Background: an optimization exercise with open tools, aiming at small area. Do not read the settings as production practice.
The RTL was checked by simulation tests, not by an equivalence proof against the original design.

gamma:
==> flow/design.v (excerpt) <==
module neural_compressor_top
(
    input  logic        clk,
    input  logic        rst_n,
    input  logic [DATA_WIDTH-1:0]   s_axis_tdata,
    input  logic                    s_axis_tvalid,
    output logic                    s_axis_tready,
    input  logic                    s_axis_tlast,
    output logic [DATA_WIDTH-1:0]   m_axis_tdata,
    output logic [1:0]              m_axis_tuser,   
    output logic                    m_axis_tvalid,
    input  logic                    m_axis_tready,
    output logic                    m_axis_tlast,
    input  logic [DATA_WIDTH-1:0]   cfg_threshold,
    input  logic                    cfg_enable,
    output neural_compressor_pkg::compress_stats_t         stats,
    output logic [15:0]             spike_count
);
    wire [31:0] data_in = s_axis_tdata;
    wire        valid_in = s_axis_tvalid & cfg_enable;
    logic       valid_out;   
    logic       taken;       
    logic [3:0] cnt;
    logic       fresh;     
    logic [29:0] xr;       
    logic [12:0] hf;       
    logic [31:0] yr;       
    logic [31:0] s1, s2, s3, s4;  
    logic [31:0] dr;       
    logic        dz;       
    wire idle  = (cnt == 4'd0);
    wire outc  = (cnt == 4'd11);
    wire last  = outc & ~valid_out;
  ...
Size in the first run: about 1100 cells after synthesis, about 390 flip-flops, ~16000 µm² of cells after synthesis.
==> flow/config.mk <==
export PLATFORM = sky130hd
export DESIGN_NAME = neural_compressor_top
export DESIGN_NICKNAME = neural_compressor_top
export VERILOG_FILES = /design/flow/design.v
export SDC_FILE = /design/flow/constraint.sdc
export NUM_CORES = 8
export LEC_CHECK = 0
export CAP_MARGIN = 20
export CORE_MARGIN = 2
export CORE_UTILIZATION = 84
export SLEW_MARGIN = 20
export SYNTH_HIERARCHICAL = 1
export SYNTH_MINIMUM_KEEP_SIZE = 0
==> flow/constraint.sdc <==
create_clock -name core_clock -period 120.0 [get_ports {clk}]
set_input_delay 24.0000 -clock core_clock [delete_from_list [all_inputs] [get_ports {clk}]]
set_output_delay 24.0000 -clock core_clock [all_outputs]
set_load 0.01 [all_outputs]
standard.sh (not shown) runs the stock make flow with config.mk's settings and CLKGATE_MAP_FILE= SYNTH_SCRIPT=/design/flow/synth_recipe.tcl, a recipe that flattens the netlist after the stock synthesis.
==> flow/flow/run.sh <==
#!/bin/bash
# Layout flow: the standard ORFS flow (standard.sh: standard synthesis,
# floorplan, placement, CTS, routing), with two changes:
#  - the I/O port buffers are the smallest buffer cell;
#  - the clock tree uses large leaf clusters of clkbuf_16 (clkbuf_8 above
#    them) and no dummy loads.
# ORFS keeps each step's full log under orfs/logs/; make's own output, and the
# final DEF export's, goes to make_flow.log here.
set -euo pipefail
export BUFFER_PORTS_ARGS="-buffer_cell sky130_fd_sc_hd__buf_1"
export CTS_ARGS="-sink_clustering_enable -repair_clock_nets -buf_list sky130_fd_sc_hd__clkbuf_16 -root_buf sky130_fd_sc_hd__clkbuf_8 -tree_buf sky130_fd_sc_hd__clkbuf_8 -sink_clustering_size 26 -sink_clustering_max_diameter 85 -dont_use_dummy_load"
bash standard.sh > make_flow.log 2>&1
diff inputs: gamma => epsilon
- SLEW_MARGIN: 20 -> 0
- CORE_UTILIZATION: 84 -> 80
- CAP_MARGIN: 20 -> 0
diff --git a/flow/flow/run.sh b/flow/flow/run.sh
--- a/flow/flow/run.sh
+++ b/flow/flow/run.sh
@@ -5 +5,2 @@
-#  - the clock tree uses large leaf clusters of clkbuf_16 (clkbuf_8 above
+#  - the clock tree uses large leaf clusters of clkbuf_16 (clkbuf_8 and a
+#    clkbuf_4 root above
@@ -11 +12 @@
-export CTS_ARGS="-sink_clustering_enable -repair_clock_nets -buf_list sky130_fd_sc_hd__clkbuf_16 -root_buf sky130_fd_sc_hd__clkbuf_8 -tree_buf sky130_fd_sc_hd__clkbuf_8 -sink_clustering_size 26 -sink_clustering_max_diameter 85 -dont_use_dummy_load"
+export CTS_ARGS="-sink_clustering_enable -repair_clock_nets -buf_list sky130_fd_sc_hd__clkbuf_16 -root_buf sky130_fd_sc_hd__clkbuf_4 -tree_buf sky130_fd_sc_hd__clkbuf_8 -sink_clustering_size 28 -sink_clustering_max_diameter 90 -dont_use_dummy_load"
==> results.txt <==
In the tables for epsilon and gamma, all-layer global routing usage reads higher with gamma. [compare] base=gamma new=epsilon: non-clock buffer count dropped 1; clock-cell share of area dropped 0.24 points.

-- afterwards: timing with drivers on the ports --
Ports are ideal in the flow. The routed layouts listed here were re-timed in OpenROAD. Step 1 (the two cells are an assumption about what drives the block):
set clk [get_ports {clk}]
set_driving_cell -lib_cell sky130_fd_sc_hd__clkbuf_16 $clk
set_driving_cell -lib_cell sky130_fd_sc_hd__buf_2 [delete_from_list [all_inputs] $clk]
Step 2 also shifts input and output timing later by t, the mid clock arrival at the registers, as if the neighbouring blocks saw the same clock. Slacks: ideal / step 1 / step 2; pairs: ideal / step 1.
| run | t (ns) | slack for setup (ns) | worst hold slack (ns) | latest minus earliest clock arrival (ns) | cell pins on the clock port's net |
|---|---|---|---|---|---|
| gamma | 0.609 | 82.391 / 82.410 / 81.802 | 0.352 / 0.352 / 0.352 | 0.071 / 0.071 | 1 |
| epsilon | 0.726 | 82.723 / 82.738 / 82.013 | 0.388 / 0.388 / 0.388 | 0.105 / 0.105 | 1 |
After both steps setup and hold are still met in every run listed. The setup slack of epsilon, which loses most, moves by +0.015 ns with the drivers and by -0.710 ns with both steps.
